Context: an optimization exercise on an open-source flow, tuned for small area. The choices shown serve that exercise and are no tape-out recipe. In this exercise RTL edits were held to simulation tests only and were not proved equivalent to the original. The clock port is modelled as an ideal driver; clocking choices that lean on that would not hold on a real chip. Power and IR drop assume default switching activity.

`design/flow/flow/run.sh`:
```
#!/bin/bash
set -euo pipefail
export BUFFER_PORTS_ARGS="-buffer_cell sky130_fd_sc_hd__buf_1"
export CTS_ARGS="-sink_clustering_enable -repair_clock_nets -dont_use_dummy_load -buf_list sky130_fd_sc_hd__clkbuf_4 -sink_clustering_size 8 -sink_clustering_max_diameter 40"
bash standard.sh cts > flow_cts.log 2>&1
R=orfs/results/sky130hd/cpu/base
DS_IN=$R/4_cts.odb DS_OUT=$R/4_cts_ds.odb DS_SDC=$R/4_cts.sdc DS_MARGIN=0.7 \
  openroad -no_init -exit flow/downsize.tcl > downsize.log 2>&1
mv -f $R/4_cts_ds.odb $R/4_cts.odb
bash standard.sh > flow.log 2>&1
```
`design/flow/flow/downsize.tcl`:
```
# Post-CTS area recovery: each combinational cell is tried at the smaller
# drive strengths of its own family (same function and pins), smallest first;
# a change is kept only if the worst setup slack stays at least DS_MARGIN ns
# and the worst hold slack non-negative (placement-estimated parasitics).
# Flip-flops and clock cells are left alone. Then the usual design and timing
# repair, and detailed placement to legalize.
# Environment: DS_IN, DS_OUT (odb), DS_SDC, DS_MARGIN (ns), FLOW_HOME.
set platform $::env(FLOW_HOME)/platforms/sky130hd
read_liberty $platform/lib/sky130_fd_sc_hd__tt_025C_1v80.lib
read_db $::env(DS_IN)
read_sdc $::env(DS_SDC)
source $platform/setRC.tcl
estimate_parasitics -placement
set margin [expr {$::env(DS_MARGIN) * 1e-9}]
set block [ord::get_db_block]
set db [ord::get_db]

proc core_area {} {
  set a 0
  foreach inst [[ord::get_db_block] getInsts] {
    set m [$inst getMaster]
    if {[$m getType] eq "CORE"} { set a [expr {$a + [$m getWidth] * [$m getHeight]}] }
  }
  return [expr {$a / 1e6}]
}
puts "start area [format %.1f [core_area]] wns [sta::worst_slack_cmd max]"

# cell families: sky130_fd_sc_hd__<function>_<drive>
array set fam {}
foreach lib [$db getLibs] {
  foreach m [$lib getMasters] {
    set n [$m getName]
    if {[regexp {^(sky130_fd_sc_hd__[a-z0-9]+)_([0-9]+)$} $n -> base drv]} {
      lappend fam($base) [list [$m getWidth] $n]
    }
  }
}
set tried 0
set kept 0
foreach inst [$block getInsts] {
  set m [$inst getMaster]
  if {[$m getType] ne "CORE"} continue
  set n [$m getName]
  if {![regexp {^(sky130_fd_sc_hd__[a-z0-9]+)_([0-9]+)$} $n -> base drv]} continue
  if {[string match "*df*" $base] || [string match "*clk*" $base] || [string match "*dl*" $base]} continue
  set w [$m getWidth]
  foreach c [lsort -integer -index 0 $fam($base)] {
    set cw [lindex $c 0]
    set cn [lindex $c 1]
    if {$cw >= $w} break
    incr tried
    set iname [$inst getName]
    replace_cell [get_cells $iname] [get_lib_cells */$cn]
    estimate_parasitics -placement
    if {[sta::worst_slack_cmd max] < $margin || [sta::worst_slack_cmd min] < 0} {
      replace_cell [get_cells $iname] [get_lib_cells */$n]
      estimate_parasitics -placement
    } else {
      incr kept
      break
    }
  }
}
puts "tried $tried kept $kept"
estimate_parasitics -placement
repair_design
repair_timing -setup_margin [expr {$::env(DS_MARGIN) / 2.0}]
detailed_placement
check_placement
estimate_parasitics -placement
puts "end area [format %.1f [core_area]] wns [sta::worst_slack_cmd max] whs [sta::worst_slack_cmd min]"
write_db $::env(DS_OUT)
```
`design/flow/standard.sh`:
```
#!/bin/bash
# synth_recipe.tcl (not shown) runs the flow's synth.tcl, then flattens the netlist and writes it again
# the make line also repeats each setting of config.mk as NAME=value (left out here)
make -C /OpenROAD-flow-scripts/flow DESIGN_CONFIG=/design/flow/config.mk WORK_HOME=/design/flow/orfs CLKGATE_MAP_FILE= SYNTH_SCRIPT=/design/flow/synth_recipe.tcl "${@:-finish}"
```
`design/flow/config.mk`:
```
export PLATFORM = sky130hd
export DESIGN_NAME = cpu
export DESIGN_NICKNAME = cpu
export VERILOG_FILES = /design/flow/design.v
export SDC_FILE = /design/flow/constraint.sdc
export NUM_CORES = 4
export LEC_CHECK = 0
export CAP_MARGIN = 20
export CORE_MARGIN = 2
export CORE_UTILIZATION = 50
export SLEW_MARGIN = 20
export SYNTH_HIERARCHICAL = 1
export SYNTH_MINIMUM_KEEP_SIZE = 0
```
`design/flow/constraint.sdc`:
```
create_clock -name core_clock -period 7.0 [get_ports {clk}]
set_input_delay 1.4000 -clock core_clock [delete_from_list [all_inputs] [get_ports {clk}]]
set_output_delay 1.4000 -clock core_clock [all_outputs]
set_load 0.01 [all_outputs]
```
`design/flow/design.v`:
```
module alu(
    input [17:0] a,
    input [17:0] b,
    input [17:0] m,
    input sub,
    input k_ld, input k_add, input k_and, input k_nand, input k_nor,
    output [17:0] wd,
    output zf,
    output cf
);
    wire [17:0] bx, gn, pn, s;
    wire g0_1;
    wire g_10;
    wire g_12;
    wire g_14;
    wire g_16;
    wire g_18;
    wire g_20;
    wire g_21;
    wire g_23;
    wire g_25;
    wire g_27;
    wire g_28;
    wire g_3;
    wire g_30;
    wire g_32;
    wire g_34;
    wire g_35;
    wire g_36;
    wire g_38;
    wire g_4;
    wire g_40;
    wire g_41;
    wire g_42;
    wire g_43;
    wire g_44;
    wire g_46;
    wire g_47;
    wire g_48;
    wire g_6;
    wire g_8;
    wire i_2;
    wire i_31;
    wire i_33;
    wire i_37;
    wire i_39;
    wire i_45;
    wire p_11;
    wire p_13;
    wire p_15;
    wire p_17;
    wire p_19;
    wire p_22;
    wire p_24;
    wire p_26;
    wire p_29;
    wire p_5;
    wire p_7;
    wire p_9;
    alu_xor2 u0(.a(b[0]), .b(sub), .y(bx[0]));
    alu_nand2 u1(.a(a[0]), .b(bx[0]), .y(gn[0]));
    alu_xnor2 u2(.a(a[0]), .b(bx[0]), .y(pn[0]));
    alu_xor2 u3(.a(b[1]), .b(sub), .y(bx[1]));
    alu_nand2 u4(.a(a[1]), .b(bx[1]), .y(gn[1]));
    alu_xnor2 u5(.a(a[1]), .b(bx[1]), .y(pn[1]));
    alu_xor2 u6(.a(b[2]), .b(sub), .y(bx[2]));
    alu_nand2 u7(.a(a[2]), .b(bx[2]), .y(gn[2]));
    alu_xnor2 u8(.a(a[2]), .b(bx[2]), .y(pn[2]));
    alu_xor2 u9(.a(b[3]), .b(sub), .y(bx[3]));
    alu_nand2 u10(.a(a[3]), .b(bx[3]), .y(gn[3]));
    alu_xnor2 u11(.a(a[3]), .b(bx[3]), .y(pn[3]));
    alu_xor2 u12(.a(b[4]), .b(sub), .y(bx[4]));
    alu_nand2 u13(.a(a[4]), .b(bx[4]), .y(gn[4]));
    alu_xnor2 u14(.a(a[4]), .b(bx[4]), .y(pn[4]));
    alu_xor2 u15(.a(b[5]), .b(sub), .y(bx[5]));
    alu_nand2 u16(.a(a[5]), .b(bx[5]), .y(gn[5]));
    alu_xnor2 u17(.a(a[5]), .b(bx[5]), .y(pn[5]));
    alu_xor2 u18(.a(b[6]), .b(sub), .y(bx[6]));
    alu_nand2 u19(.a(a[6]), .b(bx[6]), .y(gn[6]));
    alu_xnor2 u20(.a(a[6]), .b(bx[6]), .y(pn[6]));
    alu_xor2 u21(.a(b[7]), .b(sub), .y(bx[7]));
    alu_nand2 u22(.a(a[7]), .b(bx[7]), .y(gn[7]));
    alu_xnor2 u23(.a(a[7]), .b(bx[7]), .y(pn[7]));
    alu_xor2 u24(.a(b[8]), .b(sub), .y(bx[8]));
    alu_nand2 u25(.a(a[8]), .b(bx[8]), .y(gn[8]));
    alu_xnor2 u26(.a(a[8]), .b(bx[8]), .y(pn[8]));
    alu_xor2 u27(.a(b[9]), .b(sub), .y(bx[9]));
    alu_nand2 u28(.a(a[9]), .b(bx[9]), .y(gn[9]));
    alu_xnor2 u29(.a(a[9]), .b(bx[9]), .y(pn[9]));
    alu_xor2 u30(.a(b[10]), .b(sub), .y(bx[10]));
    alu_nand2 u31(.a(a[10]), .b(bx[10]), .y(gn[10]));
    alu_xnor2 u32(.a(a[10]), .b(bx[10]), .y(pn[10]));
    alu_xor2 u33(.a(b[11]), .b(sub), .y(bx[11]));
    alu_nand2 u34(.a(a[11]), .b(bx[11]), .y(gn[11]));
    alu_xnor2 u35(.a(a[11]), .b(bx[11]), .y(pn[11]));
    alu_xor2 u36(.a(b[12]), .b(sub), .y(bx[12]));
    alu_nand2 u37(.a(a[12]), .b(bx[12]), .y(gn[12]));
    alu_xnor2 u38(.a(a[12]), .b(bx[12]), .y(pn[12]));
    alu_xor2 u39(.a(b[13]), .b(sub), .y(bx[13]));
    alu_nand2 u40(.a(a[13]), .b(bx[13]), .y(gn[13]));
    alu_xnor2 u41(.a(a[13]), .b(bx[13]), .y(pn[13]));
    alu_xor2 u42(.a(b[14]), .b(sub), .y(bx[14]));
    alu_nand2 u43(.a(a[14]), .b(bx[14]), .y(gn[14]));
    alu_xnor2 u44(.a(a[14]), .b(bx[14]), .y(pn[14]));
    alu_xor2 u45(.a(b[15]), .b(sub), .y(bx[15]));
    alu_nand2 u46(.a(a[15]), .b(bx[15]), .y(gn[15]));
    alu_xnor2 u47(.a(a[15]), .b(bx[15]), .y(pn[15]));
    alu_xor2 u48(.a(b[16]), .b(sub), .y(bx[16]));
    alu_nand2 u49(.a(a[16]), .b(bx[16]), .y(gn[16]));
    alu_xnor2 u50(.a(a[16]), .b(bx[16]), .y(pn[16]));
    alu_xor2 u51(.a(b[17]), .b(sub), .y(bx[17]));
    alu_nand2 u52(.a(a[17]), .b(bx[17]), .y(gn[17]));
    alu_xnor2 u53(.a(a[17]), .b(bx[17]), .y(pn[17]));
    alu_maj3 u54(.a(a[0]), .b(bx[0]), .c(sub), .y(g0_1));
    alu_inv u55(.a(g0_1), .y(i_2));
    alu_o21ai u56(.a1(pn[1]), .a2(i_2), .b1(gn[1]), .y(g_3));
    alu_o21ai u57(.a1(pn[3]), .a2(gn[2]), .b1(gn[3]), .y(g_4));
    alu_nor2 u58(.a(pn[3]), .b(pn[2]), .y(p_5));
    alu_o21ai u59(.a1(pn[5]), .a2(gn[4]), .b1(gn[5]), .y(g_6));
    alu_nor2 u60(.a(pn[5]), .b(pn[4]), .y(p_7));
    alu_o21ai u61(.a1(pn[7]), .a2(gn[6]), .b1(gn[7]), .y(g_8));
    alu_nor2 u62(.a(pn[7]), .b(pn[6]), .y(p_9));
    alu_o21ai u63(.a1(pn[9]), .a2(gn[8]), .b1(gn[9]), .y(g_10));
    alu_nor2 u64(.a(pn[9]), .b(pn[8]), .y(p_11));
    alu_o21ai u65(.a1(pn[11]), .a2(gn[10]), .b1(gn[11]), .y(g_12));
    alu_nor2 u66(.a(pn[11]), .b(pn[10]), .y(p_13));
    alu_o21ai u67(.a1(pn[13]), .a2(gn[12]), .b1(gn[13]), .y(g_14));
    alu_nor2 u68(.a(pn[13]), .b(pn[12]), .y(p_15));
    alu_o21ai u69(.a1(pn[15]), .a2(gn[14]), .b1(gn[15]), .y(g_16));
    alu_nor2 u70(.a(pn[15]), .b(pn[14]), .y(p_17));
    alu_o21ai u71(.a1(pn[17]), .a2(gn[16]), .b1(gn[17]), .y(g_18));
    alu_nor2 u72(.a(pn[17]), .b(pn[16]), .y(p_19));
    alu_a21oi u73(.a1(p_5), .a2(g_3), .b1(g_4), .y(g_20));
    alu_a21oi u74(.a1(p_9), .a2(g_6), .b1(g_8), .y(g_21));
    alu_nand2 u75(.a(p_9), .b(p_7), .y(p_22));
    alu_a21oi u76(.a1(p_13), .a2(g_10), .b1(g_12), .y(g_23));
    alu_nand2 u77(.a(p_13), .b(p_11), .y(p_24));
    alu_a21oi u78(.a1(p_17), .a2(g_14), .b1(g_16), .y(g_25));
    alu_nand2 u79(.a(p_17), .b(p_15), .y(p_26));
    alu_o21ai u80(.a1(p_22), .a2(g_20), .b1(g_21), .y(g_27));
    alu_o21ai u81(.a1(p_26), .a2(g_23), .b1(g_25), .y(g_28));
    alu_nor2 u82(.a(p_26), .b(p_24), .y(p_29));
    alu_a21oi u83(.a1(p_29), .a2(g_27), .b1(g_28), .y(g_30));
    alu_inv u84(.a(g_27), .y(i_31));
    alu_o21ai u85(.a1(p_24), .a2(i_31), .b1(g_23), .y(g_32));
    alu_inv u86(.a(g_20), .y(i_33));
    alu_a21oi u87(.a1(p_7), .a2(i_33), .b1(g_6), .y(g_34));
    alu_a21oi u88(.a1(p_11), .a2(g_27), .b1(g_10), .y(g_35));
    alu_a21oi u89(.a1(p_15), .a2(g_32), .b1(g_14), .y(g_36));
    alu_inv u90(.a(g_30), .y(i_37));
    alu_a21oi u91(.a1(p_19), .a2(i_37), .b1(g_18), .y(g_38));
    alu_inv u92(.a(g_3), .y(i_39));
    alu_o21ai u93(.a1(pn[2]), .a2(i_39), .b1(gn[2]), .y(g_40));
    alu_o21ai u94(.a1(pn[4]), .a2(g_20), .b1(gn[4]), .y(g_41));
    alu_o21ai u95(.a1(pn[6]), .a2(g_34), .b1(gn[6]), .y(g_42));
    alu_o21ai u96(.a1(pn[8]), .a2(i_31), .b1(gn[8]), .y(g_43));
    alu_o21ai u97(.a1(pn[10]), .a2(g_35), .b1(gn[10]), .y(g_44));
    alu_inv u98(.a(g_32), .y(i_45));
    alu_o21ai u99(.a1(pn[12]), .a2(i_45), .b1(gn[12]), .y(g_46));
    alu_o21ai u100(.a1(pn[14]), .a2(g_36), .b1(gn[14]), .y(g_47));
    alu_o21ai u101(.a1(pn[16]), .a2(g_30), .b1(gn[16]), .y(g_48));
    alu_xnor2 u102(.a(pn[0]), .b(sub), .y(s[0]));
    alu_xnor2 u103(.a(pn[1]), .b(g0_1), .y(s[1]));
    alu_xnor2 u104(.a(pn[2]), .b(g_3), .y(s[2]));
    alu_xnor2 u105(.a(pn[3]), .b(g_40), .y(s[3]));
    alu_xor2 u106(.a(pn[4]), .b(g_20), .y(s[4]));
    alu_xnor2 u107(.a(pn[5]), .b(g_41), .y(s[5]));
    alu_xor2 u108(.a(pn[6]), .b(g_34), .y(s[6]));
    alu_xnor2 u109(.a(pn[7]), .b(g_42), .y(s[7]));
    alu_xnor2 u110(.a(pn[8]), .b(g_27), .y(s[8]));
    alu_xnor2 u111(.a(pn[9]), .b(g_43), .y(s[9]));
    alu_xor2 u112(.a(pn[10]), .b(g_35), .y(s[10]));
    alu_xnor2 u113(.a(pn[11]), .b(g_44), .y(s[11]));
    alu_xnor2 u114(.a(pn[12]), .b(g_32), .y(s[12]));
    alu_xnor2 u115(.a(pn[13]), .b(g_46), .y(s[13]));
    alu_xor2 u116(.a(pn[14]), .b(g_36), .y(s[14]));
    alu_xnor2 u117(.a(pn[15]), .b(g_47), .y(s[15]));
    alu_xor2 u118(.a(pn[16]), .b(g_30), .y(s[16]));
    alu_xnor2 u119(.a(pn[17]), .b(g_48), .y(s[17]));
    alu_rbit u120(.s(s[0]), .m(m[0]), .gn(gn[0]), .pn(pn[0]), .k_ld(k_ld), .k_add(k_add), .k_and(k_and), .k_nand(k_nand), .k_nor(k_nor), .y(wd[0]));
    alu_rbit u121(.s(s[1]), .m(m[1]), .gn(gn[1]), .pn(pn[1]), .k_ld(k_ld), .k_add(k_add), .k_and(k_and), .k_nand(k_nand), .k_nor(k_nor), .y(wd[1]));
    alu_rbit u122(.s(s[2]), .m(m[2]), .gn(gn[2]), .pn(pn[2]), .k_ld(k_ld), .k_add(k_add), .k_and(k_and), .k_nand(k_nand), .k_nor(k_nor), .y(wd[2]));
    alu_rbit u123(.s(s[3]), .m(m[3]), .gn(gn[3]), .pn(pn[3]), .k_ld(k_ld), .k_add(k_add), .k_and(k_and), .k_nand(k_nand), .k_nor(k_nor), .y(wd[3]));
    alu_rbit u124(.s(s[4]), .m(m[4]), .gn(gn[4]), .pn(pn[4]), .k_ld(k_ld), .k_add(k_add), .k_and(k_and), .k_nand(k_nand), .k_nor(k_nor), .y(wd[4]));
    alu_rbit u125(.s(s[5]), .m(m[5]), .gn(gn[5]), .pn(pn[5]), .k_ld(k_ld), .k_add(k_add), .k_and(k_and), .k_nand(k_nand), .k_nor(k_nor), .y(wd[5]));
    alu_rbit u126(.s(s[6]), .m(m[6]), .gn(gn[6]), .pn(pn[6]), .k_ld(k_ld), .k_add(k_add), .k_and(k_and), .k_nand(k_nand), .k_nor(k_nor), .y(wd[6]));
    alu_rbit u127(.s(s[7]), .m(m[7]), .gn(gn[7]), .pn(pn[7]), .k_ld(k_ld), .k_add(k_add), .k_and(k_and), .k_nand(k_nand), .k_nor(k_nor), .y(wd[7]));
    alu_rbit u128(.s(s[8]), .m(m[8]), .gn(gn[8]), .pn(pn[8]), .k_ld(k_ld), .k_add(k_add), .k_and(k_and), .k_nand(k_nand), .k_nor(k_nor), .y(wd[8]));
    alu_rbit u129(.s(s[9]), .m(m[9]), .gn(gn[9]), .pn(pn[9]), .k_ld(k_ld), .k_add(k_add), .k_and(k_and), .k_nand(k_nand), .k_nor(k_nor), .y(wd[9]));
    alu_rbit u130(.s(s[10]), .m(m[10]), .gn(gn[10]), .pn(pn[10]), .k_ld(k_ld), .k_add(k_add), .k_and(k_and), .k_nand(k_nand), .k_nor(k_nor), .y(wd[10]));
    alu_rbit u131(.s(s[11]), .m(m[11]), .gn(gn[11]), .pn(pn[11]), .k_ld(k_ld), .k_add(k_add), .k_and(k_and), .k_nand(k_nand), .k_nor(k_nor), .y(wd[11]));
    alu_rbit u132(.s(s[12]), .m(m[12]), .gn(gn[12]), .pn(pn[12]), .k_ld(k_ld), .k_add(k_add), .k_and(k_and), .k_nand(k_nand), .k_nor(k_nor), .y(wd[12]));
    alu_rbit u133(.s(s[13]), .m(m[13]), .gn(gn[13]), .pn(pn[13]), .k_ld(k_ld), .k_add(k_add), .k_and(k_and), .k_nand(k_nand), .k_nor(k_nor), .y(wd[13]));
    alu_rbit u134(.s(s[14]), .m(m[14]), .gn(gn[14]), .pn(pn[14]), .k_ld(k_ld), .k_add(k_add), .k_and(k_and), .k_nand(k_nand), .k_nor(k_nor), .y(wd[14]));
    alu_rbit u135(.s(s[15]), .m(m[15]), .gn(gn[15]), .pn(pn[15]), .k_ld(k_ld), .k_add(k_add), .k_and(k_and), .k_nand(k_nand), .k_nor(k_nor), .y(wd[15]));
    alu_rbit u136(.s(s[16]), .m(m[16]), .gn(gn[16]), .pn(pn[16]), .k_ld(k_ld), .k_add(k_add), .k_and(k_and), .k_nand(k_nand), .k_nor(k_nor), .y(wd[16]));
    alu_rbit u137(.s(s[17]), .m(m[17]), .gn(gn[17]), .pn(pn[17]), .k_ld(k_ld), .k_add(k_add), .k_and(k_and), .k_nand(k_nand), .k_nor(k_nor), .y(wd[17]));
    assign cf = g_38;
    assign zf = ~|pn;
endmodule
module alu_xor2(input a, input b, output y);
    assign y = a ^ b;
endmodule
module alu_xnor2(input a, input b, output y);
    assign y = ~(a ^ b);
endmodule
module alu_nand2(input a, input b, output y);
    assign y = ~(a & b);
endmodule
module alu_nor2(input a, input b, output y);
    assign y = ~(a | b);
endmodule
module alu_inv(input a, output y);
    assign y = ~a;
endmodule
module alu_maj3(input a, input b, input c, output y);
    assign y = (a & b) | (a & c) | (b & c);
endmodule
module alu_o21ai(input a1, input a2, input b1, output y);
    assign y = ~((a1 | a2) & b1);
endmodule
module alu_a21oi(input a1, input a2, input b1, output y);
    assign y = ~((a1 & a2) | b1);
endmodule
module alu_rbit(input s, input m, input gn, input pn,
                input k_ld, input k_add, input k_and, input k_nand, input k_nor,
                output y);
    assign y = (k_ld & m) | (k_add & s) | (k_and & ~gn) | (k_nand & gn) | (k_nor & gn & pn);
endmodule
module control_unit(
    input [3:0] opcode,
    input ZF,
    input CF,
    output reg branch,
    output pc_write
);
    always @(*) begin
        case (opcode)
            4'd11: branch = ZF;
            4'd12: branch = !ZF && !CF;
            4'd13: branch = !ZF && CF;
            4'd14: branch = !CF;
            4'd15: branch = ZF || CF;
            default: branch = 1'b0;
        endcase
    end
    assign pc_write = branch | (opcode == 4'd7);
endmodule
module pc_fa(input a, input b, input c, output s, output co);
    assign s = a ^ b ^ c;
    assign co = (a & b) | (a & c) | (b & c);
endmodule
module pc_ha(input a, input b, output s, output co);
    assign s = a ^ b;
    assign co = a & b;
endmodule
module pc_xor2(input a, input b, output y);
    assign y = a ^ b;
endmodule
module pc_and2(input a, input b, output y);
    assign y = a & b;
endmodule
module pc_or2b(input a, input bn, output y);
    assign y = a | ~bn;
endmodule
module pc_adder(input [9:0] pc, input pcw, input [9:0] addr, output [9:0] nxt);
    wire [9:0] b;
    wire [9:0] c;
    wire t9;
    pc_or2b b0(.a(addr[0]), .bn(pcw), .y(b[0]));
    genvar i;
    generate
        for (i = 1; i < 10; i = i + 1) begin : bsel
            pc_and2 u(.a(addr[i]), .b(pcw), .y(b[i]));
        end
    endgenerate
    pc_ha h0(.a(pc[0]), .b(b[0]), .s(nxt[0]), .co(c[1]));
    generate
        for (i = 1; i < 9; i = i + 1) begin : add
            pc_fa u(.a(pc[i]), .b(b[i]), .c(c[i]), .s(nxt[i]), .co(c[i+1]));
        end
    endgenerate
    pc_xor2 x9a(.a(pc[9]), .b(b[9]), .y(t9));
    pc_xor2 x9b(.a(t9), .b(c[9]), .y(nxt[9]));
endmodule
module rf_aoi222(input a0, input b0, input a1, input b1, input a2, input b2, output y);
    assign y = ~((a0 & b0) | (a1 & b1) | (a2 & b2));
endmodule
module rf_hold(input we, input we_n, input d, input q, output y);
    assign y = (we & d) | (we_n & q);
endmodule
module rf_and2(input a, input b, output y);
    assign y = a & b;
endmodule
module rf_nand2(input a, input b, output y);
    assign y = ~(a & b);
endmodule
module rf_nand5_or(input [4:0] g, input a, input b, output y);
    assign y = ~&g | (a & b);
endmodule
module rf_nand7(input [5:0] g, input t, output y);
    assign y = ~(&g & t);
endmodule
module rf_nand6_or(input [5:0] g, input xs, input x, output y);
    assign y = ~&g | (xs & x);
endmodule
module rf_groups(input [14:0] sel, input [14:0] d, output [4:0] g);
    rf_aoi222 u0(.a0(sel[0]),  .b0(d[0]),  .a1(sel[1]),  .b1(d[1]),  .a2(sel[2]),  .b2(d[2]),  .y(g[0]));
    rf_aoi222 u1(.a0(sel[3]),  .b0(d[3]),  .a1(sel[4]),  .b1(d[4]),  .a2(sel[5]),  .b2(d[5]),  .y(g[1]));
    rf_aoi222 u2(.a0(sel[6]),  .b0(d[6]),  .a1(sel[7]),  .b1(d[7]),  .a2(sel[8]),  .b2(d[8]),  .y(g[2]));
    rf_aoi222 u3(.a0(sel[9]),  .b0(d[9]),  .a1(sel[10]), .b1(d[10]), .a2(sel[11]), .b2(d[11]), .y(g[3]));
    rf_aoi222 u4(.a0(sel[12]), .b0(d[12]), .a1(sel[13]), .b1(d[13]), .a2(sel[14]), .b2(d[14]), .y(g[4]));
endmodule
module register_file(input [15:0] sel, input [287:0] regs, output [17:0] rdata);
    genvar b, i;
    generate
        for (b = 0; b < 18; b = b + 1) begin : bits
            wire [15:0] d;
            wire [4:0] g;
            for (i = 0; i < 16; i = i + 1) begin : regs_i
                assign d[i] = regs[18*i + b];
            end
            rf_groups u(.sel(sel[14:0]), .d(d[14:0]), .g(g));
            rf_nand5_or o(.g(g), .a(sel[15]), .b(d[15]), .y(rdata[b]));
        end
    endgenerate
endmodule
module register_file_x(input [15:0] sel, input [287:0] regs, input xs, input [5:0] imm, output [17:0] rdata);
    wire sign_n;
    rf_nand2 sg(.a(xs), .b(imm[5]), .y(sign_n));
    genvar b, i;
    generate
        for (b = 0; b < 18; b = b + 1) begin : bits
            wire [15:0] d;
            wire [5:0] g;
            for (i = 0; i < 16; i = i + 1) begin : regs_i
                assign d[i] = regs[18*i + b];
            end
            rf_groups u(.sel(sel[14:0]), .d(d[14:0]), .g(g[4:0]));
            rf_nand2 u15(.a(sel[15]), .b(d[15]), .y(g[5]));
            if (b < 6) begin : low
                rf_nand6_or o(.g(g), .xs(xs), .x(imm[b]), .y(rdata[b]));
            end else begin : high
                rf_nand7 o(.g(g), .t(sign_n), .y(rdata[b]));
            end
        end
    endgenerate
endmodule
module cpu(
    input clk,
    input reset,
    output wire [9:0] imem_addr,
    input wire [17:0] imem_data,
    output wire [9:0] dmem_addr,
    output wire dmem_we,
    output wire [17:0] dmem_wdata,
    input wire [17:0] dmem_rdata,
    output wire [3:0] debug_opcode,
    output wire debug_pc_write,
    output wire debug_branch
);
    reg [9:0] program_counter;
    reg ZF_bit, CF_bit;
    reg [287:0] regs;
    reg [15:0] valid;
    wire [3:0] opcode = imem_data[17:14];
    wire [3:0] rd  = imem_data[13:10];
    wire [3:0] rs1 = imem_data[9:6];
    wire [3:0] rs2 = imem_data[3:0];
    wire [9:0] addr = imem_data[9:0];
    wire is_st  = opcode == 4'd9;
    wire is_cmp = opcode == 4'd10;
    wire is_ld  = opcode == 4'd8;
    wire reg_write = (opcode != 4'd0) && (opcode[3] == 1'b0 ? opcode != 4'd7 : is_ld);
    wire use_rd = is_cmp | is_st;
    wire use_imm = (opcode == 4'd2) | (opcode == 4'd4);
    wire [15:0] rd_oh  = 16'd1 << rd;
    wire [15:0] rs1_oh = 16'd1 << rs1;
    wire [15:0] rs2_oh = 16'd1 << rs2;
    wire [15:0] oh_a = (use_rd ? rd_oh : rs1_oh) & valid;
    wire [15:0] oh_b = use_imm ? 16'd0 : rs2_oh & valid;
    wire [287:0] regs_flat = regs;
    wire [17:0] rdata_a, opb;
    register_file port_a(.sel(oh_a), .regs(regs_flat), .rdata(rdata_a));
    register_file_x port_b(.sel(oh_b), .regs(regs_flat), .xs(use_imm), .imm(imem_data[5:0]), .rdata(opb));
    wire [17:0] write_data;
    wire zf_in, cf_in;
    wire k_add = (opcode == 4'd1) | (opcode == 4'd2);
    wire k_and = (opcode == 4'd3) | (opcode == 4'd4);
    wire k_nand = opcode == 4'd5;
    wire k_nor = opcode == 4'd6;
    alu my_alu(.a(rdata_a), .b(opb), .m(dmem_rdata), .sub(is_cmp),
               .k_ld(is_ld), .k_add(k_add), .k_and(k_and), .k_nand(k_nand), .k_nor(k_nor),
               .wd(write_data), .zf(zf_in), .cf(cf_in));
    wire branch, pc_write;
    control_unit cu(.opcode(opcode), .ZF(ZF_bit), .CF(CF_bit), .branch(branch), .pc_write(pc_write));
    wire [9:0] pc_next;
    pc_adder pc_add(.pc(program_counter), .pcw(pc_write), .addr(addr), .nxt(pc_next));
    wire [3:0] rd_lo = 4'd1 << rd[1:0];
    wire [3:0] rd_hi = reg_write ? (4'd1 << rd[3:2]) : 4'd0;
    wire [15:0] we_oh, we_n;
    genvar gw;
    generate
        for (gw = 0; gw < 16; gw = gw + 1) begin : wdec
            rf_and2  a(.a(rd_hi[gw / 4]), .b(rd_lo[gw % 4]), .y(we_oh[gw]));
            rf_nand2 n(.a(rd_hi[gw / 4]), .b(rd_lo[gw % 4]), .y(we_n[gw]));
        end
    endgenerate
    wire [287:0] regs_next;
    genvar gi, gb;
    generate
        for (gi = 0; gi < 16; gi = gi + 1) begin : wr
            for (gb = 0; gb < 18; gb = gb + 1) begin : b
                rf_hold h(.we(we_oh[gi]), .we_n(we_n[gi]), .d(write_data[gb]),
                          .q(regs[18*gi + gb]), .y(regs_next[18*gi + gb]));
            end
        end
    endgenerate
    always @(posedge clk) begin
        regs <= regs_next;
    end
    always @(posedge clk or posedge reset) begin
        if (reset) begin
            valid <= 16'd0;
            program_counter <= 10'd1023;
            ZF_bit <= 1'b0;
            CF_bit <= 1'b0;
        end else begin
            valid <= valid | we_oh;
            if (is_cmp) begin
                ZF_bit <= zf_in;
                CF_bit <= cf_in;
            end
            program_counter <= pc_next;
        end
    end
    assign imem_addr = program_counter;
    assign dmem_addr = addr;
    assign dmem_we = is_st;
    assign dmem_wdata = rdata_a;
    assign debug_opcode = opcode;
    assign debug_pc_write = pc_write;
    assign debug_branch = branch;
endmodule
```
==> results.tsv, run 1 <==
metric	value	unit
grt_pass1_wl	81300	um
top_usage_layer	met1	
syn-cell-area	14400	um^2
setup_ws	0.559	ns
power_switching	1.44	mW
placed_cell_area	15500	um^2
ys.flop_type	dfxtp_1	
antenna_found_initial	3	
synth.area.top_cells	dfxtp_1 40%, a22o_1 18%, a222oi_1 13%	
hold_buffers	0	
synth_commonest_cells	288 x a22o_1, 288 x dfxtp_1, 180 x a222oi_1	
clock_latency	0.75	ns
cts.repair.resized	0	
use_met1	51.0	%
grt_pass1_vias	12800	
hold_ws	0.501	ns
power_frac_comb	21.2	%
drv_slew	0	
stdcell_count	1891	
relSlewSlack	13.7	%
post_cts_buffers	0	
final_area	15600	um^2
place_inst	1838	
synth_area_leader_cell	dfxtp_1	
crit_fanout	18	
power	4.34	mW
p_int	2.90	mW
p_leak	5.61	nW
area_growth	8.10	%
pwr_density_cell	279	nW/um^2
grt-ovfl-total	0	
ys.warnings.count	8	
drtIter0Drc	3040	
die_x	174	um
cts_buffer_depth	3	
fin_tns_setup	0	ns
fp.coreArea	28500	um^2
cts_inserted_buffers	52	
wl_per_cell	28.9	um
die_area	30200	um^2
cts-htree-levels	2	
met3_usage	8.82	%
cts_sinks	316	
clkPwrFrac	22.4	%
fmax	155	MHz
drive_above_1_share	6.77	%
synth-simple-area-share	13.3	%
final_hold_viol_count	0	
post-route-drc-count	0	
critical_path_class	input port to register	
synth_compound_area_share	34.7	%
dr.pass1.iters	11	
nFillCells	2698	
cts_tree	done	
yosysSeqAreaShare	45.0	%
finalCritPeriodShare	92.0	%
clk_pin_slew	0.08	ns
cts.root.buffer_cell	clkbuf_4	
synth-edff-count	0	
rows	62	
viasPerCell	7.46	
syn_avg_cell_area	10.7	um^2
top_level_ports	83	
setup_viol	0	
start_util	50.5	%
max_slew.worst_pin.slew	1.29	ns
cp-end-kind	register	
totalWireLength	54600	um
outcome	complete, no violations	
gr-usage-all-layers	34.8	%
fin_util	54.6	%
synth_cells	1341	
grt_use_met2	49.9	%
nets	1555	
vdd_drop_max	0.166	mV
synth_top_family_by_area	compound AO/OA/AOI/OAI gates	
drv_cap	0	
postRouteAntennaNets	0	
critPathArrivalTime	7.02	ns
muxShareOfSynthArea	0.573	%
synth.ff_latch_count	316	
rsz0062_at_grt	false	
netSwitchingFraction	33.2	%
place_ws	0.637	ns
vias	14100	
ys_types	54	
place.gp.congestion	0.898	
period_minus_slack	6.44	ns
seq_power_share	56.5	%
synth_fa_ha_area_share	1.28	%
cp-start-kind	input port	
fin_skew	0.106	ns
grt_max_degree	29	
required	7.57	ns
dp_hpwl	36600	um
hp-class	register to register	
synth_xor_area_share	3.77	%
yosys.area.top_type_share	40.0	%
port_buffers	82	
syn_nets	1388	
die_y	174	um
async_flop_share	8.86	%
-- sequential cells by signal, summed over array words and instances, names as in the netlist --
name,cells
valid,16
program_counter,10
CF_bit,1
ZF_bit,1
regs,288
-- per-layer routing --
metal  part of all wire (%)  vias up
li1                       -     6090
met1                     42     6838
met2                     42     1037
met3                     13      134
met4                    3.1        0
met5                      0        -
-- logic make-up after synthesis --
group | Yosys count
compound gates | 571
xor+xnor | 59
fa+ha+maj | 10
buf+inv | 36
flops | 316
mux | 8
simple gates | 341
-- power by group through the flow --
stage	Combinational, mW	Sequential (mW)	Clock (mW)
6_report	0.918	2.45	0.971
5_1_grt	0.995	2.49	1.05
4_1_cts	0.928	2.44	0.984
3_5_place_dp	0.926	2.47	0
3_3_place_gp	0.901	2.47	0
2_1_floorplan	0.633	2.41	0
-- layout make-up --
| type | instances | area, um^2 | area share (%) |
|---|---|---|---|
| clock buffers | 52 | 390 | 2.51 |
| multi-input cells | 989 | 7640 | 49.0 |
| well taps | 384 | 480 | 3.08 |
| repair buffers | 139 | 549 | 3.53 |
| flip-flops and latches | 316 | 6480 | 41.6 |
| inverters | 10 | 37.5 | 0.241 |
| diodes | 1 | 2.50 | 0.0161 |
-- final timing paths --
check / cells after the start / start / end / slack (ns)
worst min register to register: 1 / regs[192] / regs[192] / 0.50
max in group asynchronous: 3 / reset / valid[6] / 5.55
worst min-delay path: 1 / regs[192] / regs[192] / 0.50
worst max register to register: 17 / valid[10] / regs[143] / 1.82
min in group asynchronous: 3 / reset / valid[12] / 0.88
worst max-delay path: 21 / imem_data[17] / regs[143] / 0.56
-- Yosys stat by module, one instance, submodules excluded, excerpt --
module	cells inside	area [um^2]	copies in the design
alu_rbit	4	23.8	18
pc_fa	1	20.0	8
rf_aoi222	1	10.0	180
alu_xor2	1	8.76	23
pc_or2b	1	6.26	1
alu_o21ai	1	5.00	20
alu_nor2	1	3.75	9
-- layout by cell type (no fill, tap or decap), types with 11 or more instances in the layout --
cell	instances
xor2_1	27
dfxtp_1	288
and2_1	28
nand2_1	82
nand4_1	58
and3_1	26
nand3_1	18
a222oi_1	180
a22o_1	288
nor2_1	41
and4_1	18
o21ai_1	26
a221o_1	18
or2_2	16
a21oi_1	48
buf_2	11
buf_1	123
dfrtp_1	18
xnor2_1	32
clkbuf_4	52
-- worst max-delay path: stages --
cell and delay, ns:
buf_1 0.09, buf_2 0.23, nand2b_1 0.20, nor2_1 0.72
buf_2 0.34, o21ai_1 0.10, buf_2 0.29, a222oi_1 0.38
and3_1 0.27, nand4_1 0.31, maj3_1 0.47, inv_1 0.06
o21ai_1 0.09, a21oi_1 0.22, o21ai_1 0.16, buf_1 0.16
a21oi_1 0.34, o21ai_1 0.14, xnor2_1 0.14, a221o_1 0.57
a22o_1 0.30
==> inputs of run 2 (changes only) <==
--- a/design/flow/design.v
+++ b/design/flow/design.v
@@ -289,6 +289,9 @@
 module rf_hold(input we, input we_n, input d, input q, output y);
     assign y = (we & d) | (we_n & q);
 endmodule
+module rf_and3(input a, input b, input c, output y);
+    assign y = a & b & c;
+endmodule
 module rf_and2(input a, input b, output y);
     assign y = a & b;
 endmodule
@@ -374,11 +377,19 @@
     wire reg_write = (opcode != 4'd0) && (opcode[3] == 1'b0 ? opcode != 4'd7 : is_ld);
     wire use_rd = is_cmp | is_st;
     wire use_imm = (opcode == 4'd2) | (opcode == 4'd4);
-    wire [15:0] rd_oh  = 16'd1 << rd;
-    wire [15:0] rs1_oh = 16'd1 << rs1;
-    wire [15:0] rs2_oh = 16'd1 << rs2;
-    wire [15:0] oh_a = (use_rd ? rd_oh : rs1_oh) & valid;
-    wire [15:0] oh_b = use_imm ? 16'd0 : rs2_oh & valid;
+    wire [3:0] sel_a = use_rd ? rd : rs1;
+    wire [3:0] a_lo = 4'd1 << sel_a[1:0];
+    wire [3:0] a_hi = 4'd1 << sel_a[3:2];
+    wire [3:0] b_lo = 4'd1 << rs2[1:0];
+    wire [3:0] b_hi = use_imm ? 4'd0 : (4'd1 << rs2[3:2]);
+    wire [15:0] oh_a, oh_b;
+    genvar gs;
+    generate
+        for (gs = 0; gs < 16; gs = gs + 1) begin : rsel
+            rf_and3 a(.a(valid[gs]), .b(a_hi[gs / 4]), .c(a_lo[gs % 4]), .y(oh_a[gs]));
+            rf_and3 b(.a(valid[gs]), .b(b_hi[gs / 4]), .c(b_lo[gs % 4]), .y(oh_b[gs]));
+        end
+    endgenerate
     wire [287:0] regs_flat = regs;
     wire [17:0] rdata_a, opb;
     register_file port_a(.sel(oh_a), .regs(regs_flat), .rdata(rdata_a));
==> run 2 against run 1 <==
Wire length down 1.9%. Final cell count down 2.1%. Via count down 3.8%. Worst setup slack worse by 0.077 ns. Cell area down 1.7%. Synthesized cell count down 3.7%. Combinational power up 6.0%. Sequential cell count unchanged. Sequential share of layout area up 0.72 points.
==> results.tsv, run 2 <==
metric	value	unit
outcome	complete, no violations	
rows	61	
reg2regPathDepth	16	
cts_inserted_buffers	51	
postRouteAntennaNets	0	
placed_cell_area	15300	um^2
synth_top_family_by_area	compound AO/OA/AOI/OAI gates	
fin_tns_setup	0	ns
cts.root.buffer_cell	clkbuf_4	
synth_xor_area_share	3.60	%
fin_skew	0.108	ns
cp_num_buf_inv	5	
critical-path-slowest-cell	a222oi_1	
fp.coreArea	27800	um^2
max_stage_delay	0.68	ns
cts.repair.resized	0	
muxShareOfSynthArea	0.869	%
reg_top3	regs (288), valid (16), program_counter (10)	
drv_slew	0	
yosysSeqAreaShare	45.9	%
holdPathEnd	valid[8]	
place.gp.congestion	0.926	
wl_per_cell	28.9	um
power	4.40	mW
grt-ovfl-total	0	
path_depth	21	
worstPathCellList	buf_1, buf_2, xnor2_1, nor3_1, buf_2, nor3_1, and3_1, buf_1, a222oi_1, nand4_1, xor2_1, xnor2_1, nor2_1, a21oi_1, o21ai_1, buf_1, a21oi_1, o21ai_1, xnor2_1, a221o_1, a22o_1	
top_register	regs	
hold_buffers	0	
critical_path_class	input port to register	
period_minus_slack	6.52	ns
drtIter0Drc	2493	
final_cell_mix	288 x a22o_1, 288 x dfxtp_1, 180 x a222oi_1	
cts-htree-levels	2	
largest_reg_flops	288	
clk_pin_slew	0.08	ns
synth.area.top_cells	dfxtp_1 41%, a22o_1 18%, a222oi_1 13%	
cts_buffer_depth	3	
seqCellArea	6480	um^2
area_growth	8.51	%
totalWireLength	53600	um
ys.flop_type	dfxtp_1	
gr-usage-all-layers	35.3	%
die_area	29600	um^2
synth_commonest_cells	288 x a22o_1, 288 x dfxtp_1, 180 x a222oi_1	
nets	1521	
synth_fa_ha_area_share	1.30	%
cp-start-kind	input port	
drive_above_1_share	6.05	%
cp-end-kind	register	
viasPerCell	7.33	
p_leak	5.67	nW
yosys.area.top_type_share	40.9	%
async_flop_share	8.86	%
final_area	15300	um^2
vias	13600	
grt_pass1_wl	78800	um
setup_viol	0	
dr.pass1.iters	10	
vdd_drop_max	0.164	mV
pwr_density_cell	287	nW/um^2
die_x	172	um
antenna_found_initial	2	
start_util	50.8	%
hp-start	valid[8]	
grt_pass1_vias	12400	
drv_cap	0	
worstHoldPathCells	1	
cts_sinks	316	
synth_cells	1292	
rsz0062_at_grt	false	
synth.ff_latch_count	316	
r2r_slack	1.98	ns
ys_types	47	
crit_fanout	16	
r2r-start	valid[9]	
synth_area_leader_cell	dfxtp_1	
multiInputGateArea	7370	um^2
finalCritPeriodShare	93.1	%
die_y	172	um
syn_nets	1339	
port_buffers	82	
synth-edff-count	0	
syn_avg_cell_area	10.9	um^2
ys.warnings.count	8	
crit_family	compound AO/OA/AOI/OAI gates	
relSlewSlack	23.2	%
synth_compound_area_share	34.8	%
hp-class	register to register	
post_cts_buffers	0	
final_hold_viol_count	0	
post-route-drc-count	0	
cts_tree	done	
syn-cell-area	14100	um^2
max_slew.worst_pin.slew	1.15	ns
top_level_ports	83	
clock_latency	0.74	ns
fmax	153	MHz
r2r_end	regs[107]	
synth-simple-area-share	12.2	%
grt_max_degree	29	
nFillCells	2620	
dp_hpwl	36400	um
required	7.54	ns
critPathArrivalTime	7.06	ns
[run 2: changes by cell type after synthesis, sizes merged, moves of 5 or more]
cell / change
and3: +24
buf: -6
nand2: +5
nand3: -16
nand4: -21
nor2: -6
o21ai: -9
[run 2: final cells by class]
class	instances	area share [%]
Clock buffer	51	2.50
Tap cell	378	3.09
Antenna cell	1	0.0163
Inverter	10	0.245
Sequential cell	316	42.3
Timing Repair Buffer	148	3.72
Multi-Input combinational cell	947	48.1
[run 2: power by group]
part / total (mW) / internal, mW / switching, mW / leakage (nW)
Sequential: 2.46 / 2.17 / 0.285 / 2.66
Combinational: 0.973 / 0.414 / 0.558 / 2.77
Clock: 0.964 / 0.332 / 0.632 / 0.235
[run 2: kinds of logic (layout without fill, tap and decap cells)]
family	count (synthesis)	count (layout)
DFF	316	316
and+or+nand+nor	311	311
muxes	10	10
other	0	1
adders and majority gates	10	10
AOI/OAI and AO/OA	558	558
xor gates and xnor gates	58	58
buffers and inverters	29	209
[run 2: worst register-to-register path: stages, from the launching register on]
cell,delay [ns]
dfrtp_1,0.40
and3_1,0.34
buf_1,0.34
a222oi_1,0.54
and4_1,0.30
nand4_1,0.17
xor2_1,0.23
xnor2_1,0.44
nor2_1,0.15
a21oi_1,0.16
o21ai_1,0.13
buf_1,0.16
a21oi_1,0.31
o21ai_1,0.14
xnor2_1,0.14
a221o_1,0.59
a22o_1,0.31
[run 2: worst max-delay path by stage]
stage	start	end	slack, ns
6_report	imem_data[16]	regs[107]	0.48
5_1_grt	imem_data[16]	regs[285]	0.34
4_1_cts	imem_data[16]	regs[285]	1.01
3_5_place_dp	imem_data[16]	regs[15]	0.32
3_3_place_gp	imem_data[16]	regs[49]	0.38
2_1_floorplan	imem_data[15]	regs[15]	1.11
[run 2: modules after synthesis, one instance, submodules excluded, a selection]
module / flops+latches / copies in the design
alu_xor2: 0 / 23
pc_xor2: 0 / 2
control_unit: 0 / 1
alu_nor2: 0 / 9
alu_nand2: 0 / 21
alu_xnor2: 0 / 31
rf_and3: 0 / 32
rf_nand2: 0 / 35
alu_maj3: 0 / 1
alu_o21ai: 0 / 20
pc_fa: 0 / 8
alu_rbit: 0 / 18
cpu: 316 / 1
rf_nand7: 0 / 12
alu_a21oi: 0 / 9
rf_and2: 0 / 16
[run 2: metrics by stage]
step / hold slack (ns) / util, % / setup slack, ns / std cells
floorplan: 0.444 / - / 1.11 / 1292
global placement: 0.465 / 55.0 / 0.381 / 1799
detailed placement: 0.470 / 55.0 / 0.319 / 1799
CTS: 0.487 / 56.3 / 1.01 / 1850
global route: 0.519 / 55.1 / 0.338 / 1851
finish: 0.488 / 55.1 / 0.482 / 1851
[run 2: metal layers]
layer	vias up	part of all wire [%]	wire length [um]	track usage (%)
li1	5912	-	-	-
met1	6625	42	22700	49.6
met2	901	43	22800	52.1
met3	128	12	6490	10.3
met4	2	2.9	1580	11.7
met5	-	0.019	10	0
==> inputs of run 3 (changes only) <==
--- a/design/flow/design.v
+++ b/design/flow/design.v
@@ -286,8 +286,11 @@
 module rf_aoi222(input a0, input b0, input a1, input b1, input a2, input b2, output y);
     assign y = ~((a0 & b0) | (a1 & b1) | (a2 & b2));
 endmodule
-module rf_hold(input we, input we_n, input d, input q, output y);
-    assign y = (we & d) | (we_n & q);
+module rf_hold(input we, input keep, input d, input q, output y);
+    assign y = (we & d) | (keep & q);
+endmodule
+module rf_a21oi(input a1, input a2, input b1, output y);
+    assign y = ~((a1 & a2) | b1);
 endmodule
 module rf_and3(input a, input b, input c, output y);
     assign y = a & b & c;
@@ -365,7 +368,7 @@
     reg [9:0] program_counter;
     reg ZF_bit, CF_bit;
     reg [287:0] regs;
-    reg [15:0] valid;
+    reg valid;
     wire [3:0] opcode = imem_data[17:14];
     wire [3:0] rd  = imem_data[13:10];
     wire [3:0] rs1 = imem_data[9:6];
@@ -379,15 +382,15 @@
     wire use_imm = (opcode == 4'd2) | (opcode == 4'd4);
     wire [3:0] sel_a = use_rd ? rd : rs1;
     wire [3:0] a_lo = 4'd1 << sel_a[1:0];
-    wire [3:0] a_hi = 4'd1 << sel_a[3:2];
+    wire [3:0] a_hi = valid ? (4'd1 << sel_a[3:2]) : 4'd0;
     wire [3:0] b_lo = 4'd1 << rs2[1:0];
-    wire [3:0] b_hi = use_imm ? 4'd0 : (4'd1 << rs2[3:2]);
+    wire [3:0] b_hi = (valid & ~use_imm) ? (4'd1 << rs2[3:2]) : 4'd0;
     wire [15:0] oh_a, oh_b;
     genvar gs;
     generate
         for (gs = 0; gs < 16; gs = gs + 1) begin : rsel
-            rf_and3 a(.a(valid[gs]), .b(a_hi[gs / 4]), .c(a_lo[gs % 4]), .y(oh_a[gs]));
-            rf_and3 b(.a(valid[gs]), .b(b_hi[gs / 4]), .c(b_lo[gs % 4]), .y(oh_b[gs]));
+            rf_and2 a(.a(a_hi[gs / 4]), .b(a_lo[gs % 4]), .y(oh_a[gs]));
+            rf_and2 b(.a(b_hi[gs / 4]), .b(b_lo[gs % 4]), .y(oh_b[gs]));
         end
     endgenerate
     wire [287:0] regs_flat = regs;
@@ -409,12 +412,13 @@
     pc_adder pc_add(.pc(program_counter), .pcw(pc_write), .addr(addr), .nxt(pc_next));
     wire [3:0] rd_lo = 4'd1 << rd[1:0];
     wire [3:0] rd_hi = reg_write ? (4'd1 << rd[3:2]) : 4'd0;
-    wire [15:0] we_oh, we_n;
+    wire valid_n = ~valid;
+    wire [15:0] we_oh, keep;
     genvar gw;
     generate
         for (gw = 0; gw < 16; gw = gw + 1) begin : wdec
             rf_and2  a(.a(rd_hi[gw / 4]), .b(rd_lo[gw % 4]), .y(we_oh[gw]));
-            rf_nand2 n(.a(rd_hi[gw / 4]), .b(rd_lo[gw % 4]), .y(we_n[gw]));
+            rf_a21oi k(.a1(rd_hi[gw / 4]), .a2(rd_lo[gw % 4]), .b1(valid_n), .y(keep[gw]));
         end
     endgenerate
     wire [287:0] regs_next;
@@ -422,7 +426,7 @@
     generate
         for (gi = 0; gi < 16; gi = gi + 1) begin : wr
             for (gb = 0; gb < 18; gb = gb + 1) begin : b
-                rf_hold h(.we(we_oh[gi]), .we_n(we_n[gi]), .d(write_data[gb]),
+                rf_hold h(.we(we_oh[gi]), .keep(keep[gi]), .d(write_data[gb]),
                           .q(regs[18*gi + gb]), .y(regs_next[18*gi + gb]));
             end
         end
@@ -432,12 +436,12 @@
     end
     always @(posedge clk or posedge reset) begin
         if (reset) begin
-            valid <= 16'd0;
+            valid <= 1'b0;
             program_counter <= 10'd1023;
             ZF_bit <= 1'b0;
             CF_bit <= 1'b0;
         end else begin
-            valid <= valid | we_oh;
+            valid <= 1'b1;
             if (is_cmp) begin
                 ZF_bit <= zf_in;
                 CF_bit <= cf_in;
--- a/design/flow/flow/downsize.tcl
+++ b/design/flow/flow/downsize.tcl
@@ -7,6 +7,8 @@
 # Environment: DS_IN, DS_OUT (odb), DS_SDC, DS_MARGIN (ns), FLOW_HOME.
 set platform $::env(FLOW_HOME)/platforms/sky130hd
 read_liberty $platform/lib/sky130_fd_sc_hd__tt_025C_1v80.lib
+# the platform's don't-use cells (probe and low-power cells), as in ORFS
+set_dont_use [get_lib_cells {*/sky130_fd_sc_hd__probe* */sky130_fd_sc_hd__lpflow_*}]
 read_db $::env(DS_IN)
 read_sdc $::env(DS_SDC)
 source $platform/setRC.tcl
==> run 3 against run 2 <==
Still clean. Hold slack better by 0.011 ns. Sequential share of layout area down 1.3 points. Global-route usage up 0.12 points. Worst setup slack better by 0.012 ns. Via count down 0.52%. Count of clock-buffer cells in the layout down 3. Sequential cell count down 15. Cell area down 2.8%. Die area down 2.6%. Critical endpoint is now regs[33]. Largest cell class unchanged. Largest power group unchanged.
==> results.tsv, run 3 <==
metric	value	unit
critical_path_class	input port to register	
multiInputGateArea	7360	um^2
cp_num_buf_inv	4	
wl_met2	21900	um
cts.root.buffer_cell	clkbuf_4	
max_slew.worst_pin.slew	1.23	ns
fin_tns_setup	0	ns
relSlewSlack	17.9	%
cp-start-kind	input port	
post-route-drc-count	0	
top_register	regs	
reg_top3	regs (288), program_counter (10)	
die_area	28800	um^2
postRouteAntennaNets	0	
fin_skew	0.0675	ns
port_buffers	82	
required	7.57	ns
totalWireLength	52300	um
cts-htree-levels	2	
top_level_ports	83	
start_util	51.0	%
cpMostUsedCell	o21ai_1	
critPathArrivalTime	7.08	ns
ys_types	52	
ys.warnings.count	8	
r2r_slack	0.86	ns
period_minus_slack	6.51	ns
vias	13500	
viasPerCell	7.61	
syn-cell-area	13700	um^2
outcome	complete, no violations	
cts_sinks	301	
max_stage_delay	0.79	ns
rsz0062_at_grt	false	
drive_above_1_share	6.01	%
cts_tree	done	
die_y	170	um
setup_ws	0.494	ns
syn_avg_cell_area	10.8	um^2
ys.flop_type	dfxtp_1	
fmax	154	MHz
synth.ff_latch_count	301	
crit_family	compound AO/OA/AOI/OAI gates	
hp-class	register to register	
drtIter0Drc	2928	
gr-usage-all-layers	35.4	%
grt_pass1_vias	12300	
dp_hpwl	35700	um
synth_commonest_cells	288 x a22o_1, 288 x dfxtp_1, 180 x a222oi_1	
grt-ovfl-total	0	
critical-path-slowest-cell	and2_1	
dr.pass1.iters	11	
final_cell_mix	288 x a22o_1, 288 x dfxtp_1, 180 x a222oi_1	
yosysSeqAreaShare	44.4	%
synth-edff-count	0	
grt_max_degree	21	
worstPathCellList	buf_1, buf_1, xor2_1, nand3_1, o21ai_0, and2_1, a222oi_1, and3_1, nand4_1, maj3_1, inv_1, o21ai_1, a21oi_1, o21ai_1, inv_1, o21ai_1, a21oi_1, o21ai_1, xnor2_1, a221o_1, a22o_1	
cp-end-kind	register	
highest_layer	met4	
wl_met3	6190	um
crit_fanout	18	
synth_cells	1268	
rows	60	
clock_latency	0.71	ns
place.gp.congestion	0.916	
area_growth	8.43	%
nets	1480	
clk_pin_slew	0.09	ns
async_flop_share	4.32	%
vdd_drop_max	0.153	mV
cts_buffer_depth	3	
yosys.area.top_type_share	42.0	%
drv_cap	0	
synth_area_leader_cell	dfxtp_1	
hold_buffers	0	
fp.coreArea	27000	um^2
pwr_density_cell	209	nW/um^2
cts.repair.resized	0	
wl_met1	22800	um
largest_reg_flops	288	
finalCritPeriodShare	92.9	%
p_leak	5.12	nW
antenna_found_initial	1	
place_ws	0.264	ns
grt_pass1_wl	78200	um
setup_viol	0	
nFillCells	2531	
drv_slew	0	
syn_nets	1315	
final_hold_viol_count	0	
post_cts_buffers	0	
synth.area.top_cells	dfxtp_1 42%, a22o_1 18%, a222oi_1 13%	
cts_inserted_buffers	48	
seqCellArea	6100	um^2
die_x	170	um
wl_per_cell	29.5	um
run 3: final cells by class:
class                      count  share of cell area, %
antenna                        1                 0.0168
clock buffer                  48                   2.42
inverter                      11                  0.277
multi-input combinational    938                   49.4
sequential                   301                   41.0
tap                          341                   2.87
timing repair buffer         133                   3.99
run 3: per-module statistics from Yosys, one instance, submodules excluded, excerpt:
module,flops+latches,cells,cell area [um^2],copies in the design
pc_ha,0,1,12.5,1
pc_and2,0,1,6.26,9
pc_or2b,0,1,6.26,1
alu_inv,0,1,3.75,6
rf_and2,0,1,6.26,48
alu_a21oi,0,1,8.76,9
alu_nand2,0,1,3.75,21
alu_rbit,0,4,23.8,18
rf_a21oi,0,1,8.76,16
run 3: layer usage:
layer  global-route usage, %  vias up
li1                        -     5805
met1                    53.1     6605
met2                    51.4      974
met4                    9.29        0
met5                       0        -
met3                    7.70      113
run 3: logic make-up after synthesis:
group                      count (synthesis)  share of synthesized area (%)
DFF                                      301                           44.4
and+or+nand+nor                          282                           11.6
buffers and inverters                     29                           1.28
xor gates and xnor gates                  59                           3.82
AOI/OAI and AO/OA                        583                           37.3
adders and majority gates                 10                           1.34
other                                      1                         0.0273
muxes                                      3                          0.237
run 3: final timing paths:
path / from / to / cells after the start
max in group asynchronous: reset / program_counter[7] / 2
worst max register to register: valid / regs[33] / 20
worst min register to register: regs[62] / regs[62] / 1
min in group asynchronous: reset / ZF_bit / 2
worst max-delay path: imem_data[15] / regs[33] / 21
worst min-delay path: regs[62] / regs[62] / 1
run 3: power breakdown:
part | switching, mW | total [mW] | internal [mW]
logic | 0.270 | 0.381 | 0.111
clock network | 0.594 | 0.908 | 0.313
registers | 0.0390 | 1.82 | 1.78
run 3: through the flow:
step	utilization [%]	cells	instance area [um^2]	power [mW]	hold WS [ns]
2_1_floorplan	-	1268	13700	2.08	0.460
3_3_place_gp	54.4	1716	14700	2.23	0.473
3_5_place_dp	54.5	1716	14700	2.24	0.478
4_1_cts	55.8	1764	15000	3.12	0.499
5_1_grt	55.3	1773	14900	3.23	0.519
6_report	55.3	1773	14900	3.11	0.499
==> inputs of run 4 (changes only) <==
--- a/design/flow/flow/run.sh
+++ b/design/flow/flow/run.sh
@@ -6,5 +6,7 @@
 R=orfs/results/sky130hd/cpu/base
 DS_IN=$R/4_cts.odb DS_OUT=$R/4_cts_ds.odb DS_SDC=$R/4_cts.sdc DS_MARGIN=0.7 \
   openroad -no_init -exit flow/downsize.tcl > downsize.log 2>&1
-mv -f $R/4_cts_ds.odb $R/4_cts.odb
+UB_IN=$R/4_cts_ds.odb UB_OUT=$R/4_cts_ub.odb UB_SDC=$R/4_cts.sdc UB_MARGIN=0.6 \
+  openroad -no_init -exit flow/unbuf.tcl > unbuf.log 2>&1
+mv -f $R/4_cts_ub.odb $R/4_cts.odb
 bash standard.sh > flow.log 2>&1
--- a/design/flow/flow/downsize.tcl
+++ b/design/flow/flow/downsize.tcl
@@ -7,8 +7,6 @@
 # Environment: DS_IN, DS_OUT (odb), DS_SDC, DS_MARGIN (ns), FLOW_HOME.
 set platform $::env(FLOW_HOME)/platforms/sky130hd
 read_liberty $platform/lib/sky130_fd_sc_hd__tt_025C_1v80.lib
-# the platform's don't-use cells (probe and low-power cells), as in ORFS
-set_dont_use [get_lib_cells {*/sky130_fd_sc_hd__probe* */sky130_fd_sc_hd__lpflow_*}]
 read_db $::env(DS_IN)
 read_sdc $::env(DS_SDC)
 source $platform/setRC.tcl
==> design/flow/flow/unbuf.tcl (new file) <==
# Greedy buffer removal: each buffer that drives no port, is driven by no
# port and is not in the clock network is removed (its loads moved to its
# input net); the removal is kept only if the worst setup slack stays at
# least UB_MARGIN ns, hold slack non-negative and no max slew/capacitance
# violation appears; otherwise the buffer is put back as it was.
# Environment: UB_IN, UB_OUT (odb), UB_SDC, UB_MARGIN (ns), FLOW_HOME.
set platform $::env(FLOW_HOME)/platforms/sky130hd
read_liberty $platform/lib/sky130_fd_sc_hd__tt_025C_1v80.lib
read_db $::env(UB_IN)
read_sdc $::env(UB_SDC)
source $platform/setRC.tcl
estimate_parasitics -placement
set margin [expr {$::env(UB_MARGIN) * 1e-9}]
set block [ord::get_db_block]
set db [ord::get_db]
proc core_area {} {
  set a 0
  foreach inst [[ord::get_db_block] getInsts] {
    set m [$inst getMaster]
    if {[$m getType] eq "CORE"} { set a [expr {$a + [$m getWidth] * [$m getHeight]}] }
  }
  return [expr {$a / 1e6}]
}
puts "start area [format %.1f [core_area]] wns [sta::worst_slack_cmd max]"
set nslew [sta::max_slew_violation_count]
set ncap [sta::max_capacitance_violation_count]
set cands {}
foreach inst [$block getInsts] {
  set n [[$inst getMaster] getName]
  if {![regexp {^sky130_fd_sc_hd__(buf|clkbuf)_[0-9]+$} $n]} continue
  set ok 1
  foreach it [$inst getITerms] {
    if {![$it isInputSignal] && ![$it isOutputSignal]} continue
    set net [$it getNet]
    if {$net eq "NULL" || [llength [$net getBTerms]] > 0 || [$net getSigType] eq "CLOCK"} { set ok 0; break }
  }
  if {$ok} { lappend cands [$inst getName] }
}
puts "candidates [llength $cands]"
set removed 0
foreach name $cands {
  set inst [$block findInst $name]
  set master [$inst getMaster]
  set loc [$inst getLocation]
  set orient [$inst getOrient]
  set in_net NULL; set out_net NULL; set in_term ""; set out_term ""
  foreach it [$inst getITerms] {
    if {[$it isInputSignal]} { set in_net [$it getNet]; set in_term [[$it getMTerm] getName] } elseif {[$it isOutputSignal]} { set out_net [$it getNet]; set out_term [[$it getMTerm] getName] }
  }
  set out_name [$out_net getName]
  set loads {}
  foreach it [$out_net getITerms] {
    if {[$it getInst] eq $inst} continue
    lappend loads [list [[$it getInst] getName] [[$it getMTerm] getName]]
  }
  # remove
  foreach l $loads {
    set it [[$block findInst [lindex $l 0]] findITerm [lindex $l 1]]
    $it disconnect
    $it connect $in_net
  }
  foreach it [$inst getITerms] { if {[$it isInputSignal] || [$it isOutputSignal]} { $it disconnect } }
  odb::dbInst_destroy $inst
  odb::dbNet_destroy $out_net
  estimate_parasitics -placement
  if {[sta::worst_slack_cmd max] < $margin || [sta::worst_slack_cmd min] < 0
      || [sta::max_slew_violation_count] > $nslew || [sta::max_capacitance_violation_count] > $ncap} {
    # put it back
    set inst [odb::dbInst_create $block $master $name]
    $inst setOrient $orient
    $inst setLocation [lindex $loc 0] [lindex $loc 1]
    $inst setPlacementStatus PLACED
    set out_net [odb::dbNet_create $block $out_name]
    [$inst findITerm $in_term] connect $in_net
    [$inst findITerm $out_term] connect $out_net
    foreach l $loads {
      set it [[$block findInst [lindex $l 0]] findITerm [lindex $l 1]]
      $it disconnect
      $it connect $out_net
    }
    estimate_parasitics -placement
  } else {
    incr removed
  }
}
puts "removed $removed"
detailed_placement
check_placement
estimate_parasitics -placement
puts "end area [format %.1f [core_area]] wns [sta::worst_slack_cmd max] whs [sta::worst_slack_cmd min]"
write_db $::env(UB_OUT)
==> run 4 against run 3 <==
The flow now stops in 6_report. Via count shrank 0.82%. Wire length is 0.19% lower. Global-route usage shrank 0.16 points. First-iteration DRC count increased by 3.1%. Synthesized cell count unchanged. Area after synthesis unchanged.
==> results.tsv, run 4 <==
metric	value	unit
outcome	aborted with a tool error	
lastStage	6_report	
error_line	[ERROR PSM-0069] Check connectivity failed on VDD.	
syn_nets	1315	
rows	60	
cts.root.buffer_cell	clkbuf_4	
synth.ff_latch_count	301	
antenna_found_initial	1	
place_ws	0.264	ns
ys.flop_type	dfxtp_1	
cts_buffer_depth	3	
dp_hpwl	35700	um
cts.repair.resized	0	
synth_cells	1268	
grt-ovfl-total	0	
synth-edff-count	0	
drtIter0Drc	3020	
syn_avg_cell_area	10.8	um^2
yosysSeqAreaShare	44.4	%
die_x	170	um
top_level_ports	83	
cts-htree-levels	2	
grt_max_degree	21	
port_buffers	82	
gr-usage-all-layers	35.3	%
synth.area.top_cells	dfxtp_1 42%, a22o_1 18%, a222oi_1 13%	
place.gp.congestion	0.916	
grt_pass1_wl	77700	um
start_util	51.0	%
synth_commonest_cells	288 x a22o_1, 288 x dfxtp_1, 180 x a222oi_1	
postRouteAntennaNets	0	
die_y	170	um
async_flop_share	4.32	%
grt_pass1_vias	12200	
vias	13400	
dr.pass1.iters	52	
hold_buffers	0	
totalWireLength	52200	um
syn-cell-area	13700	um^2
cts_sinks	301	
cts_inserted_buffers	48	
synth_area_leader_cell	dfxtp_1	
ys.warnings.count	8	
post_cts_buffers	0	
ys_types	52	
yosys.area.top_type_share	42.0	%
## run 4: layer usage
| layer | global-route usage, % | vias to the layer above | wire, um | part of all wire, % |
|---|---|---|---|---|
| met5 | 0 | - | 25 | 0.048 |
| met4 | 9.61 | 1 | 1360 | 2.6 |
| met3 | 8.08 | 127 | 6530 | 13 |
| met2 | 50.8 | 968 | 21600 | 41 |
| met1 | 52.7 | 6542 | 22600 | 43 |
| li1 | - | 5748 | - | - |
## run 4: power groups by stage
stage | Clock (mW) | Sequential [mW] | Combinational (mW)
2_1_floorplan | 0 | 1.87 | 0.210
3_3_place_gp | 0 | 1.86 | 0.367
3_5_place_dp | 0 | 1.86 | 0.378
4_1_cts | 0.922 | 1.82 | 0.379
5_1_grt | 0.996 | 1.83 | 0.404
## run 4: logic make-up after synthesis
| kind of cell | after synthesis | synth area share, % |
|---|---|---|
| AO/OA/AOI/OAI | 583 | 37.3 |
| XOR/XNOR | 59 | 3.82 |
| adder cells (fa/ha/maj) | 10 | 1.34 |
| buffers and inverters | 29 | 1.28 |
| flip-flops | 301 | 44.4 |
| multiplexers | 3 | 0.237 |
| other | 1 | 0.0273 |
| AND/OR/NAND/NOR | 282 | 11.6 |
## run 4: per-module statistics from Yosys, one instance, submodules excluded, a selection
module / times used / area [um^2] / cells / flip-flops and latches
alu_inv: 6 / 3.75 / 1 / 0
alu_o21ai: 20 / 5.00 / 1 / 0
alu_maj3: 1 / 11.3 / 1 / 0
alu_xor2: 23 / 8.76 / 1 / 0
rf_aoi222: 180 / 10.0 / 1 / 0
rf_nand2: 19 / 3.75 / 1 / 0
alu: 1 / 43.8 / 6 / 0
cpu: 1 / 6700 / 388 / 301
pc_and2: 9 / 6.26 / 1 / 0
rf_and2: 48 / 6.26 / 1 / 0
pc_ha: 1 / 12.5 / 1 / 0
alu_nor2: 9 / 3.75 / 1 / 0
pc_xor2: 2 / 8.76 / 1 / 0
control_unit: 1 / 93.8 / 14 / 0
rf_nand5_or: 18 / 16.3 / 3 / 0
## run 4: worst max path at each step
stage | from | end | slack (ns) | cells past startpoint
after floorplan | imem_data[16] | regs[159] | 1.17 | 20
after global placement | imem_data[15] | regs[32] | 0.37 | 20
after detailed placement | imem_data[15] | regs[69] | 0.26 | 21
after CTS | imem_data[15] | regs[141] | 0.97 | 21
after global routing | imem_data[15] | regs[267] | 0.05 | 21
## run 4: through the flow
stage / power, mW / util, % / instances / cell area, um^2
floorplan: 2.08 / - / 1268 / 13700
global placement: 2.23 / 54.4 / 1716 / 14700
detailed placement: 2.24 / 54.5 / 1716 / 14700
CTS: 3.12 / 55.8 / 1764 / 15000
global route: 3.23 / 54.8 / 1748 / 14800

what the ideal ports hide:
In the flow no input, the clock included, has a driving cell. The finished layouts below were timed again as built, in two steps.
Step 1 sets driving cells, clkbuf_16 on the clock port and buf_2 on the other inputs (assumed; they add their load-dependent delay and slew).
Step 2, shift: input delay + t, output delay - t, t = (earliest + latest rising clock arrival at the registers) / 2. This alone moves slack from input paths to output paths.
Slacks: ideal / step 1 / step 2; pairs: ideal / step 1.
run	shift t [ns]	setup WS [ns]	hold slack, ns	worst register clock-pin slew, ns	worst data-port slew with drivers (ns)
run 1	0.742	0.559 / 0.579 / -0.163	0.501 / 0.501 / 0.501	0.10 / 0.10	0.03
run 2	0.725	0.482 / 0.498 / -0.227	0.488 / 0.488 / 0.488	0.10 / 0.10	0.03
run 3	0.703	0.494 / 0.508 / -0.195	0.499 / 0.499 / 0.499	0.10 / 0.10	0.03
Met with ideal ports but missed after step 2: setup timing in every run listed. The setup slack of run 1, which loses most, moves by +0.020 ns with the drivers and by -0.722 ns with both steps.
